This design comes from an exercise in tuning for small area on the open sky130 flow, not from production work.
Only simulation tests tie the RTL to the original design; equivalence was not proved.
No driver is modelled on the clock port, so clocking that relies on it looks cheaper here than on a real chip.
Power and IR drop assume default switching activity.

==> config.mk <==
export PLATFORM = sky130hd
export DESIGN_NAME = key_counter_top
export DESIGN_NICKNAME = key_counter_top
export VERILOG_FILES = /design/flow/design.v
export SDC_FILE = /design/flow/constraint.sdc
export NUM_CORES = 4
export LEC_CHECK = 0
export CAP_MARGIN = 20
export CORE_MARGIN = 2
export CORE_UTILIZATION = 70
export SLEW_MARGIN = 20
==> constraint.sdc <==
create_clock -name core_clock -period 70.0 [get_ports {clk}]
set_input_delay 14.0000 -clock core_clock [delete_from_list [all_inputs] [get_ports {clk}]]
set_output_delay 14.0000 -clock core_clock [all_outputs]
set_load 0.01 [all_outputs]
==> design.v <==
module key_debouce(
    input  wire clk,
    input  wire rst_n,
    input  wire key,
    output reg  press
);
localparam [9:0] WLAST = 10'b0001111111;
reg key_reg;
reg armed;
reg [9:0] r;
wire fe   = key_reg & ~key;
wire last = r == WLAST;
always @(posedge clk) begin
  r <= fe ? 10'd0 : {~r[8:0], r[9] ^ r[2]};
end
always @(posedge clk or negedge rst_n) begin
  if (!rst_n) begin
    key_reg <= 1'b1;
    armed   <= 1'b0;
    press   <= 1'b0;
  end else begin
    key_reg <= key;
    armed   <= fe | (armed & ~last);
    press   <= armed & last & ~key;
  end
end
endmodule
module key_count(
    input  wire clk,
    input  wire rst_n,
    input  wire p0,           
    input  wire p1,           
    output reg  [2:0] n,
    output reg  [1:0] status
);
localparam [16:0] TLAST = 17'b00111001101000000;
wire is25 = n[2] & ~n[1] &  n[0];
wire is30 = n[2] &  n[1] & ~n[0];
wire set  = n[2] & (n[1] ^ n[0]);
reg [16:0] t;
wire tlast = t == TLAST;
wire [2:0] n_inc1 = {(n[1] & n[0]) ? ~n[2] : n[2], n[0] ? ~n[1] : n[1], ~n[0]};
wire [2:0] n_inc2 = {n[1] ? ~n[2] : n[2], ~n[1], n[0]};
wire [2:0] n_hold = {n[2] & ~n[1] & ~n[0], n[1] & ~n[2], (n[0] & ~n[2]) | (n[2] & n[1])};
always @(posedge clk or negedge rst_n) begin
  if (!rst_n)
    n <= 3'd0;
  else
    n <= p0 ? n_inc1 : p1 ? n_inc2 : n_hold;
end
always @(posedge clk) begin
  t <= set ? 17'd0 : {~t[15:0], t[16] ^ t[2]};
end
always @(posedge clk or negedge rst_n) begin
  if (!rst_n)
    status <= 2'b00;
  else begin
    status[0] <= set | (status[0] & ~tlast);
    status[1] <= is30 | (status[1] & ~is25 & ~tlast);
  end
end
endmodule
module seg_decode(
    input  wire k0,
    input  wire k1,
    input  wire [2:0] n,
    output reg  [7:0] seg
);
always @(*) begin
  if (k0)
    seg = n[0] ? 8'b1001_0010 : 8'b1100_0000;
  else if (k1)
    case (n[2:1])
      2'd0: seg = 8'b0100_0000;
      2'd1: seg = 8'b0111_1001;
      2'd2: seg = 8'b0010_0100;
      default: seg = 8'b1011_0000;
    endcase
  else
    seg = 8'b0100_0000;
end
endmodule
module sel_driver(
    input  wire clk,
    input  wire rst_n,
    input  wire d0,
    output wire ay,
    output wire k0,           
    output wire k1,           
    output wire [5:0] sel
);
localparam [9:0] AX = 10'b1000111000;
localparam [9:0] AY = 10'b0001110000;
reg [9:0] a;
reg [1:0] m;
wire ax = a[8:0] == AX[8:0];
assign ay = a[9:1] == AY[9:1];
wire par = d0 ^ ay;
always @(posedge clk or negedge rst_n) begin
  if (!rst_n) begin
    a <= AY;
    m <= 2'b00;
  end else begin
    a <= {a[8:0], a[9] ^ a[6] ^ ax};
    if (ax)
      m <= {m[0], ~m[1] & ~m[0]};
  end
end
wire m0 = ~m[1] & ~m[0];
assign k0 = m0 & ~par;
assign k1 = m[0] & par;
assign sel[5] = ~k0;
assign sel[4] = ~k1;
assign sel[3] = ~(m[1] & ~par);
assign sel[2] = ~(m0 & par);
assign sel[1] = ~(m[0] & ~par);
assign sel[0] = ~(m[1] & par);
endmodule
module led(
    input  wire clk,
    input  wire rst_n,
    input  wire ay,
    input  wire [1:0] status,
    output wire d0,
    output reg  [3:0] led,
    output wire beep
);
reg [3:0] d;
reg [1:0] f;
reg [1:0] ps;
wire d9 = d[3] & d[0];
assign d0 = d[0];
always @(posedge clk or negedge rst_n) begin
  if (!rst_n) begin
    d  <= 4'd9;
    f  <= 2'd3;
    ps <= 2'b10;
  end else begin
    ps <= status;
    if (ay) begin
      d[0] <= ~d[0];
      d[1] <= (d[0] ? ~d[1] : d[1]) & ~d[3];
      d[2] <= (d[1] & d[0]) ? ~d[2] : d[2];
      d[3] <= d[3] ? ~d[0] : (d[2] & d[1] & d[0]);
      if (d9)
        f <= {f[0] ? ~f[1] : f[1], ~f[0]};
    end
  end
end
always @(*) begin
  case (ps)
    2'b11:   led = {f[1] & f[0], f[1] & ~f[0], ~f[1] & f[0], ~f[1] & ~f[0]};
    2'b01:   led = {4{~f[0]}};
    2'b10:   led = 4'b1111;
    default: led = 4'b0000;
  endcase
end
beep beep_inst(.ps(ps), .f(f), .beep(beep));
endmodule
module beep(
    input  wire [1:0] ps,
    input  wire [1:0] f,
    output wire beep
);
assign beep = ~((ps == 2'b01 & f[0]) | (ps == 2'b11 & ~f[1]));
endmodule
module key_counter_top(
   input wire clk,
   input wire rst_n,
   input wire [1:0] key,
   output wire [5:0] sel,
   output wire [7:0] seg,
   output wire [3:0] numberled,
   output wire number_beep
);
wire [1:0] press;
wire [2:0] n;
wire [1:0] status;
wire ay, d0, k0, k1;
key_debouce key_debouce1(.clk(clk), .rst_n(rst_n), .key(key[0]), .press(press[0]));
key_debouce key_debouce2(.clk(clk), .rst_n(rst_n), .key(key[1]), .press(press[1]));
key_count key_count_inst(.clk(clk), .rst_n(rst_n), .p0(press[0]), .p1(press[1]),
                         .n(n), .status(status));
sel_driver sel_driver_inst(.clk(clk), .rst_n(rst_n), .d0(d0), .ay(ay), .k0(k0), .k1(k1), .sel(sel));
seg_decode seg_decode_inst(.k0(k0), .k1(k1), .n(n), .seg(seg));
led number_led(.clk(clk), .rst_n(rst_n), .ay(ay), .status(status), .d0(d0),
               .led(numberled), .beep(number_beep));
endmodule
==> flow/run.sh <==
#!/bin/bash
# Layout flow: the standard flow (standard.sh), changed in four ways:
#  - the port buffers are buf_1 (BUFFER_PORTS_ARGS);
#  - the buffers synthesis inserted are removed before placement (REMOVE_ABC_BUFFERS);
#  - before CTS, flow/pre_cts.tcl gives the clock CLKBUF_K clock buffers, each
#    driving the clock pins of a group of nearby flip-flops; CTS then finds the
#    clock already buffered and leaves it (no dummy loads either);
#  - (no power recovery: it undersizes the reset buffers).
# Each step's full output is in orfs/logs/; make's output in synth.log and layout.log.
set -euo pipefail
HERE=$(cd "$(dirname "$0")" && pwd)
export BUFFER_PORTS_ARGS="-buffer_cell sky130_fd_sc_hd__buf_1"
export REMOVE_ABC_BUFFERS=1
export PRE_CTS_TCL=$HERE/pre_cts.tcl
export CLKBUF_CELL=sky130_fd_sc_hd__clkbuf_8
export CLKBUF_K=4
export CTS_ARGS="-dont_use_dummy_load -sink_clustering_enable"
export RECOVER_POWER=0
bash standard.sh synth > synth.log 2>&1
bash standard.sh > layout.log 2>&1
==> flow/pre_cts.tcl <==
# Clock distribution: the flip-flops are split into K groups by position
# (k-means), and one clock buffer at each group's centre drives its clock pins.
set cell $::env(CLKBUF_CELL)
set K $::env(CLKBUF_K)
set block [ord::get_db_block]
set dbu [$block getDbUnitsPerMicron]
set ffs {}
foreach inst [$block getInsts] {
  if {[[$inst getMaster] isSequential]} {
    set bb [$inst getBBox]
    lappend ffs [list $inst [expr {([$bb xMin] + [$bb xMax]) / 2.0 / $dbu}] [expr {([$bb yMin] + [$bb yMax]) / 2.0 / $dbu}]]
  }
}
set ffs [lsort -real -index 1 $ffs]
set n [llength $ffs]
# initial centres: spread along x
set cx {}; set cy {}
for {set k 0} {$k < $K} {incr k} {
  set f [lindex $ffs [expr {int(($k + 0.5) * $n / $K)}]]
  lappend cx [lindex $f 1]; lappend cy [lindex $f 2]
}
for {set it 0} {$it < 50} {incr it} {
  set sx [lrepeat $K 0.0]; set sy [lrepeat $K 0.0]; set cnt [lrepeat $K 0]
  set asg {}
  foreach f $ffs {
    set best 0; set bd 1e30
    for {set k 0} {$k < $K} {incr k} {
      set d [expr {abs([lindex $f 1] - [lindex $cx $k]) + abs([lindex $f 2] - [lindex $cy $k])}]
      if {$d < $bd} { set bd $d; set best $k }
    }
    lappend asg $best
    lset sx $best [expr {[lindex $sx $best] + [lindex $f 1]}]
    lset sy $best [expr {[lindex $sy $best] + [lindex $f 2]}]
    lset cnt $best [expr {[lindex $cnt $best] + 1}]
  }
  for {set k 0} {$k < $K} {incr k} {
    if {[lindex $cnt $k] > 0} {
      lset cx $k [expr {[lindex $sx $k] / [lindex $cnt $k]}]
      lset cy $k [expr {[lindex $sy $k] / [lindex $cnt $k]}]
    }
  }
}
for {set k 0} {$k < $K} {incr k} {
  set pins {}
  foreach f $ffs a $asg {
    if {$a == $k} {
      set inst [lindex $f 0]
      foreach it [$inst getITerms] {
        if {[[$it getMTerm] getSigType] == "CLOCK" || [[$it getMTerm] getName] == "CLK"} {
          lappend pins [get_pins -of_objects [get_cells [$inst getName]] -filter "name == CLK"]
        }
      }
    }
  }
  puts "clock buffer $k: [llength $pins] flip-flops at [lindex $cx $k] [lindex $cy $k]"
  insert_buffer -buffer_cell $cell -net clk -load_pins $pins -location [list [lindex $cx $k] [lindex $cy $k]] -buffer_name clkbuf_$k -net_name clknet_$k
}
==> standard.sh <==
#!/bin/bash
# synth_recipe.tcl (not shown) runs the flow's synth.tcl, then flattens the netlist and writes it again
# the make line also repeats each setting of config.mk as NAME=value (left out here)
make -C /OpenROAD-flow-scripts/flow DESIGN_CONFIG=/design/flow/config.mk WORK_HOME=/design/flow/orfs CLKGATE_MAP_FILE= SYNTH_SCRIPT=/design/flow/synth_recipe.tcl "${@:-finish}"
==> impl_results.md, run 1 <==
- Status: complete, no violations
- Worst Path Arrival: 2.37 ns
- Data required, critical path: 56.00 ns
- Slew HR: 51.8%
- Postcts setup bufs: 0
- Die area: 0.00391 mm^2
- GR Util met2: 40.7%
- Top_reg_cell synth: dfxtp_1
- Boundary Pins: 23
- Detailed-route DRC error count: 0
- Slew @ Worst Pin: 0.721 ns
- Insertion delay to the later sink of the worst-skew pair: 0.16 ns
- Sequential area share after synthesis: 63.8%
- CP bufs+invs: 2
- Pwr dens: 23.1 mW/mm^2
- Crit path capture type: output port
- Unrepaired setup endpoints after global routing: false
- Routability cong.: 0.794
- Final hold vios: 0
- Final wirelength: 4.02 mm
- Global-route total usage across every layer: 21.7%
- Post-Syn Area: 0.00240 mm^2
- Post-CTS Hold Buffers: 0
- X dimension of the die: 62.5 um
- Vias in the first global route: 1,575
- Global route overflow: 0
- Busiest layer in global routing: met2
- Synthesis-stage register bit count: 68
- Via density: 5.60
- Slowest Stage Delay on Critical Path: 0.56 ns
- Post-synthesis async set-or-reset flop share: 45.6%
- Maximum vdd drop: 0.0000189 V
- Final Max Slew Viols: 0
- F_max: 0.0611 GHz
- Initial Util: 72.4%
- Crit-path slowest cell: dfstp_2
- GR Util met1: 28.6%
- Largest Register: key_count_inst.t
- Nets: 243
- Final critical-path required period: 16.37 ns
- Gates resized, CTS repair: 0
- Synthesis Warnings: 5
- Post-DRT Antenna Nets: 0
- Final setup skew: 0.0195 ns
- Vias: 1,575
- Final Setup Violations: 0
- Met3 Resource Use GR: 1.62%
- First-pass GRT wire length: 7.10 mm
- Worst Hold Class: reg -> reg
- 1st-pass router iterations: 5
- CTS clk-pin slew, worst paths: 0.10 ns
- Critical path type: reg -> out
- Yosys top cell area share: 30.9%
- Startpoint types: flop
- # port buffers: 22
- Wire per inst: 14.3 um
- Leakage: 0.00104 uW
- Ant. Diodes: 0
- Critical path peak fanout: 9
- Share of cells above drive strength 1: 9.36%
- Core Rows: 21
- Core ar.: 0.00331 mm^2
- Max cap viols: 0
- Synth unique cells: 45
- Placed cells: 277
- EDFF count, synth: 0
- Area grow syn2layout: 6.74%
- Top cell type by total area after synthesis: dfxtp_1
- Largest net degree at the start of global routing: 32
- Max FFs per register: 17
- Ranking of synthesized cells by area: dfxtp_1, dfrtp_1, dfstp_2
- DR iter-0 viols: 74
- Setup TNS: 0 ns
- Die height: 62.5 um
- Post-Syn Instances: 218
- CP top delay family: simple AND/OR/NAND/NOR gates
- Final period util: 23.4%
- Syn avg cell area: 11.0 um^2
- CP Cell Sequence: or3b_1 > nor4_4 > xnor2_1 > clkinv_2 > a32o_1 > buf_1
- Non-Filler Instances: 281
- DP HPWL: 2.97 mm
- Initial antenna violation count: 0
## cell type report, without the clock buffers
type	instances	area [um^2]
tap	46	57.6
multi-input combinational	134	802
fill	223	753
sequential	68	1530
timing repair buffer	23	90.1
inverter	6	23.8
## where the power goes
group | internal [uW] | leakage (uW) | total [uW] | switching, uW
clock | 5.29 | 0.0000288 | 14.1 | 8.85
combinational | 1.06 | 0.000310 | 2.31 | 1.25
sequential | 41.2 | 0.000699 | 42.7 | 1.44
## logic make-up (layout without fill, tap and decap cells)
| kind of cell | count (synthesis) | in the layout | share of synthesized area [%] |
|---|---|---|---|
| XOR/XNOR | 8 | 8 | 2.92 |
| AND/OR/NAND/NOR | 93 | 93 | 20.1 |
| multiplexers | 4 | 4 | 1.83 |
| buffers and inverters | 16 | 33 | 2.72 |
| flip-flops | 68 | 68 | 63.8 |
| AO/OA/AOI/OAI | 27 | 27 | 7.62 |
| adder cells (fa/ha/maj) | 2 | 2 | 1.04 |
## cells in the final DEF (no fill, tap or decap), drive strengths merged, types with 2 or more instances in the layout
cell type	count
o21ai	7
nor4	2
inv	5
nand4	3
or3b	2
dfstp	10
and4b	3
or4	3
nor2	45
dfrtp	21
nand4b	2
buf	23
mux2	3
nor3	2
ha	2
a21o	3
xnor2	8
dfxtp	37
a21oi	5
nand3b	2
nand3	3
nand2	14
a22o	2
nor2b	4
clkbuf	4
and2	2
nor3b	2
## path summary, 6_finish.rpt
| check | start | to | slack [ns] | cells past startpoint |
|---|---|---|---|---|
| max | sel_driver_inst.a[6] | seg[4] | 53.63 | 6 |
| min | sel_driver_inst.a[4] | sel_driver_inst.a[5] | 0.37 | 0 |
| max reg2reg | sel_driver_inst.a[6] | number_led.d[0] | 68.11 | 4 |
| min reg2reg | sel_driver_inst.a[4] | sel_driver_inst.a[5] | 0.37 | 0 |
| max in group asynchronous | rst_n | key_debouce1.key_reg | 55.83 | 2 |
| min in group asynchronous | rst_n | key_count_inst.n[1] | 13.83 | 2 |
## metal layers
metal,share of wire [%],vias up
li1,-,772
met1,43,766
met2,53,31
met3,2.8,6
met4,1.4,0
met5,0,-
## worst register-to-register path, cell delays in order, from the launching register on
cell      delay [ns]
dfstp_2         0.56
or3b_1          0.39
nor4_4          0.37
xnor2_1         0.27
clkinv_2        0.21
## Yosys cell counts (2+ instances only)
| cell type | n |
|---|---|
| nand4_1 | 3 |
| and4b_1 | 3 |
| a21oi_1 | 5 |
| nor3b_1 | 2 |
| nand4b_1 | 2 |
| ha_1 | 2 |
| nand3_1 | 3 |
| a22o_1 | 2 |
| nor3_1 | 2 |
| mux2_2 | 3 |
| nand2_1 | 14 |
| nor2b_1 | 4 |
| dfrtp_1 | 21 |
| clkbuf_1 | 9 |
| and2_1 | 2 |
| or4_1 | 3 |
| nor2_1 | 45 |
| inv_1 | 5 |
| dfxtp_1 | 37 |
| nand3b_1 | 2 |
| dfstp_2 | 10 |
| a21o_1 | 3 |
| xnor2_1 | 8 |
| o21ai_0 | 7 |
## through the flow
stage                     setup slack (ns)  hold WS, ns  util [%]  instance area [um^2]  power, uW
after floorplan                      54.06        0.346         -                  2350       44.6
after global placement               53.91        0.354      75.6                  2500       45.4
after detailed placement             53.83        0.361      75.6                  2500       45.9
after CTS                            53.83        0.361      77.2                  2560       57.0
after global routing                 53.50        0.381      77.2                  2560       61.4
final                                53.63        0.374      77.2                  2560       59.1
==> inputs of run 2 (changes only) <==
--- a/flow/run.sh
+++ b/flow/run.sh
@@ -13,6 +13,6 @@
 export REMOVE_ABC_BUFFERS=1
 export PRE_CTS_TCL=$HERE/pre_cts.tcl
-export CLKBUF_CELL=sky130_fd_sc_hd__clkbuf_8
-export CLKBUF_K=4
+export CLKBUF_CELL=sky130_fd_sc_hd__clkbuf_16
+export CLKBUF_K=2
 export CTS_ARGS="-dont_use_dummy_load -sink_clustering_enable"
 export RECOVER_POWER=0
==> impl_results.md, run 2 <==
- Reg-to-Reg End: number_led.d[0]
- Non-Filler Instances: 279 (-0.71%)
- Max cap viols: 0 (unchanged)
- Synthesis-stage register bit count: 68 (unchanged)
- Routability cong.: 0.794 (unchanged)
- Final hold vios: 0 (unchanged)
- Insertion delay to the later sink of the worst-skew pair: 0.17 ns (about the same)
- Sequential area share after synthesis: 63.8% (unchanged)
- Clock power share: 24.2% (+0.3 points)
- Total power: 59.4 uW (+0.35%)
- Placed cells: 277 (unchanged)
- Syn avg cell area: 11.0 um^2 (unchanged)
- Largest Register: key_count_inst.t
- CP top delay family: simple AND/OR/NAND/NOR gates
- Slew HR: 52.2% (+0.35 points)
- Gate power share: 3.9% (about the same)
- Fill cells: 222 (-0.45%)
- Global-route total usage across every layer: 22.0% (+0.24 points)
- Core Rows: 21 (unchanged)
- Worst Path Arrival: 2.38 ns (about the same)
- X dimension of the die: 62.5 um (unchanged)
- Postcts setup bufs: 0 (unchanged)
- Slowest Stage Delay on Critical Path: 0.56 ns (about the same)
- Top_reg_cell synth: dfxtp_1
- Status: complete, no violations
- Yosys top cell area share: 30.9% (unchanged)
- Worst hold endpoint: sel_driver_inst.a[5]
- Commonest cells in the netlist: nor2_1, dfxtp_1, dfrtp_1
- Synthesis Warnings: 5 (unchanged)
- DR iter-0 viols: 93 (+26%)
- Data required, critical path: 56.00 ns (about the same)
- Flop2flop setup slack: 68.12 ns (about the same)
- Nets: 241 (-0.82%)
- Core ar.: 0.00331 mm^2 (unchanged)
- Most frequent cells in the layout: nor2_1, dfxtp_1, buf_1
- Commonest non-fill, non-tap cell in the layout: nor2_1
- Max FFs per register: 17 (unchanged)
- Slew @ Worst Pin: 0.716 ns (-0.00526 ns)
- Worst R2R Start: sel_driver_inst.a[6]
- Maximum vdd drop: 0.0000157 V (-17%)
- CP bufs+invs: 2 (unchanged)
- Post-Syn Instances: 218 (unchanged)
- Unrepaired setup endpoints after global routing: false
- Final Max Slew Viols: 0 (unchanged)
- Final Setup Violations: 0 (unchanged)
- Post-DRT Antenna Nets: 0 (unchanged)
- R2R depth: 4 (unchanged)
- Startpoint types: flop
- Post-Syn Area: 0.00240 mm^2 (unchanged)
- Post-CTS Hold Buffers: 0 (unchanged)
- EDFF count, synth: 0 (unchanged)
- Critical path peak fanout: 9 (unchanged)
- # port buffers: 22 (unchanged)
- Final wirelength: 4.06 mm (+0.80%)
- CP Cell Sequence: or3b_1 > nor4_4 > xnor2_1 > clkinv_2 > a32o_1 > buf_1
- Final critical-path required period: 16.38 ns (+0.00810 ns)
- Sw frac: 19.7% (+0.18 points)
- Setup TNS: 0 ns (unchanged)
- Top cell type by total area after synthesis: dfxtp_1
- Critical path type: reg -> out
- Final period util: 23.4% (about the same)
- Detailed-route DRC error count: 0 (unchanged)
- Wire per inst: 14.5 um (+1.5%)
- Hold Startpoint: sel_driver_inst.a[4]
- Gates resized, CTS repair: 0 (unchanged)
- Initial Util: 72.4% (unchanged)
- 1st-pass router iterations: 4 (-1)
- DP HPWL: 2.97 mm (unchanged)
- Pwr dens: 23.3 mW/mm^2 (+0.55%)
- First-pass GRT wire length: 7.16 mm (+0.87%)
- Final setup skew: 0.00456 ns (-0.0149 ns)
- Vias in the first global route: 1,586 (+0.70%)
- CTS clk-pin slew, worst paths: 0.11 ns (about the same)
- Post-synthesis async set-or-reset flop share: 45.6% (unchanged)
- Boundary Pins: 23 (unchanged)
- Initial antenna violation count: 0 (unchanged)
- Switching Power: 11.7 uW (+1.3%)
- Worst Hold Class: reg -> reg
- Via density: 5.71 (+1.9%)
- Hold path depth: 0 (unchanged)
- Ant. Diodes: 0 (unchanged)
- Crit path capture type: output port
- Share of cells above drive strength 1: 8.58% (-0.78 points)
- Final worst hold slack: 0.380 ns (+0.00623 ns)
- F_max: 0.0611 GHz (about the same)
- Most frequent cell after synthesis: nor2_1
- Vias: 1,593 (+1.1%)
- Internal Power: 47.7 uW (+0.13%)
- Synth unique cells: 45 (unchanged)
- Crit-path slowest cell: dfstp_2
- Sequential power share: 71.9% (-0.3 points)
- Die height: 62.5 um (unchanged)
- Area grow syn2layout: 6.53%
- Leakage: 0.00103 uW (-0.40%)
- Die area: 0.00391 mm^2 (unchanged)
- Global route overflow: 0 (unchanged)
- Largest net degree at the start of global routing: 36 (+13%)
- Ranking of synthesized cells by area: dfxtp_1, dfrtp_1, dfstp_2
## run 2: cell count changes in the layout (fill, tap and decap cells not counted)
cell       delta
clkbuf_16     +2
clkbuf_8      -4
## run 2: metrics by stage
stage / cell area [um^2] / setup slack (ns) / utilization, %
floorplan: 2350 / 54.06 / -
global placement: 2500 / 53.91 / 75.6
detailed placement: 2500 / 53.83 / 75.6
CTS: 2550 / 53.83 / 77.1
global route: 2550 / 53.48 / 77.1
finish: 2550 / 53.62 / 77.1
## run 2: logic make-up after synthesis
kind of cell,after synthesis,share of synthesized area [%]
and+or+nand+nor,93,20.1
AOI/OAI and AO/OA,27,7.62
muxes,4,1.83
xor gates and xnor gates,8,2.92
adders and majority gates,2,1.04
buffers and inverters,16,2.72
DFF,68,63.8
## run 2: area by class of cell, without the clock buffers
cell class	count	area (um^2)	share of cell area, %
timing repair buffer	23	90.1	3.53
sequential	68	1530	59.9
tap	46	57.6	2.25
multi-input combinational	134	802	31.4
inverter	6	23.8	0.931
## run 2: power groups by stage
stage | logic (uW) | registers [uW] | clock network, uW
final | 2.31 | 42.7 | 14.4
after global routing | 2.68 | 43.0 | 15.9
after CTS | 2.39 | 43.5 | 11.1
after detailed placement | 2.42 | 43.4 | 0
after global placement | 2.15 | 43.3 | 0
after floorplan | 1.54 | 43.0 | 0
## run 2: how the worst max path moves through the flow
stage                                    start      to  slack, ns  cells after the start
after floorplan           sel_driver_inst.a[6]  seg[4]      54.06                      5
after global placement    sel_driver_inst.a[6]  seg[4]      53.91                      6
after detailed placement  sel_driver_inst.a[6]  seg[4]      53.83                      6
after CTS                 sel_driver_inst.a[6]  seg[4]      53.83                      6
after global routing      sel_driver_inst.a[6]  seg[6]      53.48                      6
final                     sel_driver_inst.a[6]  seg[4]      53.62                      6
## run 2: layer usage
layer,global-route usage (%),vias to the layer above,wire [um]
met4,2.78,0,37
li1,-,767,-
met1,29.6,797,1760
met3,0.901,4,92
met2,40.9,25,2170
met5,0,-,0

afterwards: timing with drivers on the ports:
The results above use ideal ports. As a check the final layouts listed here were re-extracted and re-timed, cells and wires unchanged.
Step 1 sets driving cells, clkbuf_16 on the clock port and buf_2 on the other inputs (assumed; they add their load-dependent delay and slew).
Step 2 adds t to the input delays and takes it off the output delays; t is the mean of the earliest and latest rising clock arrival at the registers after step 1. Input paths then give back, and output paths get back, about the clock's delay inside the block.
Three values: no drivers, after step 1, after step 2; two values: the first two.
run | t, ns | setup WS [ns] | worst setup path at the end | worst data-port slew with drivers (ns)
run 1 | 0.209 | 53.632 / 53.577 / 53.786 | register to output | 0.03
run 2 | 0.214 | 53.624 / 53.581 / 53.795 | register to output | 0.03
After both steps every run listed still meets setup and hold.
